What follows belongs to an exercise in optimizing a design on an open flow for small area, a short achievable clock period and few clock cycles; a production flow would make more cautious choices.
The RTL was checked by simulation tests, not by an equivalence proof against the original design.

run 1:
## cpu
module cpu(
	input clk,rst,
	output [9:0] instr_Addr,
	input [15:0] instr,
	output reg [8:0] data_Addr,
	output reg [15:0] write_data,
	input [15:0] read_data,
	output write_enable
    );
Size in the first run: roughly 5600 cells after synthesis, about 170 flip-flops, ~36000 µm² of cells after synthesis.
Settings: LEC_CHECK=0, ABC_AREA=1, CAP_MARGIN=30, CORE_MARGIN=2, CORE_UTILIZATION=40, SLEW_MARGIN=20; clock period 165.0 ns.
standard.sh (not shown) runs the stock make flow with config.mk's settings and CLKGATE_MAP_FILE= SYNTH_SCRIPT=/design/flow/synth_recipe.tcl, a recipe that flattens the netlist after the stock synthesis.
==> flow/flow/run.sh <==
#!/bin/bash
# The standard layout (standard.sh, unchanged synthesis and steps), with one
# difference: the buffer that ORFS puts on every input and output port is a
# sky130_fd_sc_hd__buf_4 instead of the default choice. make's full output goes
# to standard.log here; each ORFS step keeps its own log under orfs/logs/.
set -euo pipefail
export BUFFER_PORTS_ARGS="-buffer_cell sky130_fd_sc_hd__buf_4"
bash standard.sh > standard.log 2>&1
Testbench counts of run 1, summed over its fixed seeds: cycles 34,444.
The inputs of run 2 differ from those of run 1 as listed below.
==> flow/flow/run.sh <==
#!/bin/bash
# The standard layout (standard.sh, unchanged synthesis and steps), with two
# differences in how the layout is made:
#  - the buffer that ORFS puts on every input and output port is a
#    sky130_fd_sc_hd__buf_4 instead of the default choice;
#  - ORFS's timing repair (floorplan, CTS and global-route steps) aims for
#    130.5 ns of setup slack (SETUP_SLACK_MARGIN) instead of 0. The SDC is
#    the standard flow's, at the design's 165 ns period; the margin only makes the
#    resizer also work on paths longer than 34.5 ns.
# make's full output goes to standard.log here; each ORFS step keeps its own
# log under orfs/logs/.
set -euo pipefail
export BUFFER_PORTS_ARGS="-buffer_cell sky130_fd_sc_hd__buf_4"
export SETUP_SLACK_MARGIN=130.5
bash standard.sh > standard.log 2>&1
### Flow results
Layout buffering overhead excluding clock cells in run 2 is 0.46 points higher than in run 1. Run 2: overall fraction of global-route tracks in use 1.7 points above run 1. Sequential share of layout area delta (run 1 -> run 2): insignificant. Count of inverters other than clock inverters in the layout delta (run 1 -> run 2): insignificant.
#### Input delta (run 3 over run 2)
==> flow/run.sh (new file) <==
#!/bin/bash
# synth_recipe.tcl (not shown) runs the flow's synth.tcl, then flattens the netlist and writes it again
# the make line also repeats each setting of config.mk as NAME=value (left out here)
make -C /OpenROAD-flow-scripts/flow DESIGN_CONFIG=/design/flow/config.mk WORK_HOME=/design/flow/orfs CLKGATE_MAP_FILE= SYNTH_SCRIPT=/design/flow/synth_recipe.tcl finish
removed: flow/flow/run.sh
removed: flow/standard.sh
### Flow results
There was hardly any difference in proportion of final cell area spent on non-clock buffers between run 3 and run 2. On sequential share of layout area, run 3 and run 2 are neck and neck. NOTE final design area excluding fillers run 2->run 3 decreased slightly. Summary — post-route minimum period, run 3 relative to run 2: higher, by 0.96 ns. In run 3 the routed via count divided by cell count turned out about 0.32% lower than in run 2. On number of multi-input combinational cells, run 2 tracks run 3 almost exactly.

---

== lane 1 ==
Another version of the RTL of cpu (not shown whole).
For scale: about 170 flip-flops, about 70 I/O pins, ~34000 um2 of cells after synthesis.
==> flow/config.mk <==
export PLATFORM = sky130hd
export DESIGN_NAME = cpu
export DESIGN_NICKNAME = cpu
export VERILOG_FILES = /design/flow/design.v
export SDC_FILE = /design/flow/constraint.sdc
export NUM_CORES = 4
export LEC_CHECK = 0
export ABC_AREA = 1
export CAP_MARGIN = 30
export CORE_MARGIN = 2
export CORE_UTILIZATION = 40
export SLEW_MARGIN = 20
==> flow/constraint.sdc <==
create_clock -name core_clock -period 165.0 [get_ports {clk}]
set_input_delay 33.0000 -clock core_clock [delete_from_list [all_inputs] [get_ports {clk}]]
set_output_delay 33.0000 -clock core_clock [all_outputs]
set_load 0.01 [all_outputs]
==> flow/flow/run.sh <==
#!/bin/bash
# The standard layout (standard.sh, unchanged synthesis and steps), with two
# differences in how the layout is made:
#  - the buffer that ORFS puts on every input and output port is a
#    sky130_fd_sc_hd__buf_4 instead of the default choice;
#  - ORFS's timing repair (floorplan, CTS and global-route steps) aims for
#    130 ns of setup slack (SETUP_SLACK_MARGIN) instead of 0. The SDC is
#    the standard flow's, at the design's 165 ns period; the margin only makes the
#    resizer also work on paths longer than 35 ns.
# make's full output goes to standard.log here; each ORFS step keeps its own
# log under orfs/logs/.
set -euo pipefail
export BUFFER_PORTS_ARGS="-buffer_cell sky130_fd_sc_hd__buf_4"
export SETUP_SLACK_MARGIN=130
bash standard.sh > standard.log 2>&1
Testbench counts of lane 1, summed over its fixed seeds: cycles 34,829.
The inputs of lane 2 differ from those of lane 1 as listed below.
==> flow/flow/run.sh <==
#!/bin/bash
# The standard layout (standard.sh, unchanged synthesis and steps), with one
# difference: the buffer that ORFS puts on every input and output port is a
# sky130_fd_sc_hd__buf_4 instead of the default choice. make's full output goes
# to standard.log here; each ORFS step keeps its own log under orfs/logs/.
set -euo pipefail
export BUFFER_PORTS_ARGS="-buffer_cell sky130_fd_sc_hd__buf_4"
bash standard.sh > standard.log 2>&1
Findings:
- Taking lane 1 as the reference, in lane 2 fraction of area in clock buffers and inverters comparable; count of buffer and inverter cells on the critical path saw a decrease; number of stages on the worst setup path dropped 1; relative area change from synthesis to final layout dropped 0.42 points.
- Final standard cell count with taps included and fillers excluded delta (lane 2 -> lane 1): insignificant
- | first-pass GRT wire length | lane 2 vs lane 1 | 0.30% lower |

---

Setup of P:
cpu, a different RTL version from the one above (not shown whole).
Size: about 70 I/O pins, ~0.035 sq mm of cells after synthesis.
Settings: LEC_CHECK=0, ABC_AREA=1, CAP_MARGIN=30, CORE_MARGIN=2, CORE_UTILIZATION=40, SLEW_MARGIN=20; clock period 165.0 ns.
==> flow/flow/run.sh <==
#!/bin/bash
# The standard layout (standard.sh, unchanged synthesis and steps), with two
# differences in how the layout is made:
#  - the buffer that ORFS puts on every input and output port is a
#    sky130_fd_sc_hd__buf_4 instead of the default choice;
#  - ORFS's timing repair (floorplan, CTS and global-route steps) aims for
#    130 ns of setup slack (SETUP_SLACK_MARGIN) instead of 0. The SDC is
#    the standard flow's, at the design's 165 ns period; the margin only makes the
#    resizer also work on paths longer than 35 ns.
# make's full output goes to standard.log here; each ORFS step keeps its own
# log under orfs/logs/.
set -euo pipefail
export BUFFER_PORTS_ARGS="-buffer_cell sky130_fd_sc_hd__buf_4"
export SETUP_SLACK_MARGIN=130
bash standard.sh > standard.log 2>&1
Looking at the reports, P completed the entire flow and the layout it produced met the timing, DRC and antenna checks.
Testbench counts of P, summed over its fixed seeds: cycles 34,718.
### P -> Q
==> flow/flow/run.sh <==
#!/bin/bash
# The standard layout (standard.sh, unchanged synthesis and steps), with one
# difference: the buffer that ORFS puts on every input and output port is a
# sky130_fd_sc_hd__buf_4 instead of the default choice. make's full output goes
# to standard.log here; each ORFS step keeps its own log under orfs/logs/.
set -euo pipefail
export BUFFER_PORTS_ARGS="-buffer_cell sky130_fd_sc_hd__buf_4"
bash standard.sh > standard.log 2>&1
Results
P reports its worst-path cell with the longest stage delay as sky130_fd_sc_hd__fa_2 while Q reports sky130_fd_sc_hd__fa_1.
There was hardly any difference in cell count between Q and P.
The global-route usage of P and that of Q are within noise of each other.
Lower area overhead of the layout relative to synthesis was reported by Q, not P.

==> port drivers added, routing unchanged <==
In the flow no input, the clock included, has a driving cell. The finished layouts below were timed again as built, in two steps. Step 1 sets driving cells, clkbuf_16 on the clock port and buf_2 on the other inputs (assumed; they add their load-dependent delay and slew). Step 2, shift: input delay + t, output delay - t, t = (earliest + latest rising clock arrival at the registers) / 2. This alone moves slack from input paths to output paths. Three values: no drivers, after step 1, after step 2; two values: the first two.
run	t, ns	setup WS [ns]	cell pins on the clock port's net
run 1	0.544	129.680 / 129.716 / 129.172	1
run 2	0.539	130.075 / 130.089 / 129.550	1
run 3	0.540	129.119 / 129.157 / 128.618	1
lane 1	0.586	130.159 / 130.211 / 129.625	1
lane 2	0.583	129.126 / 129.168 / 128.584	1
P	0.588	130.026 / 130.049 / 129.461	1
Q	0.578	129.712 / 129.758 / 129.180	1
After both steps setup and hold are still met in every run listed. For P, which loses most, drivers alone change the setup slack by +0.023 ns; drivers and shift together by -0.565 ns.
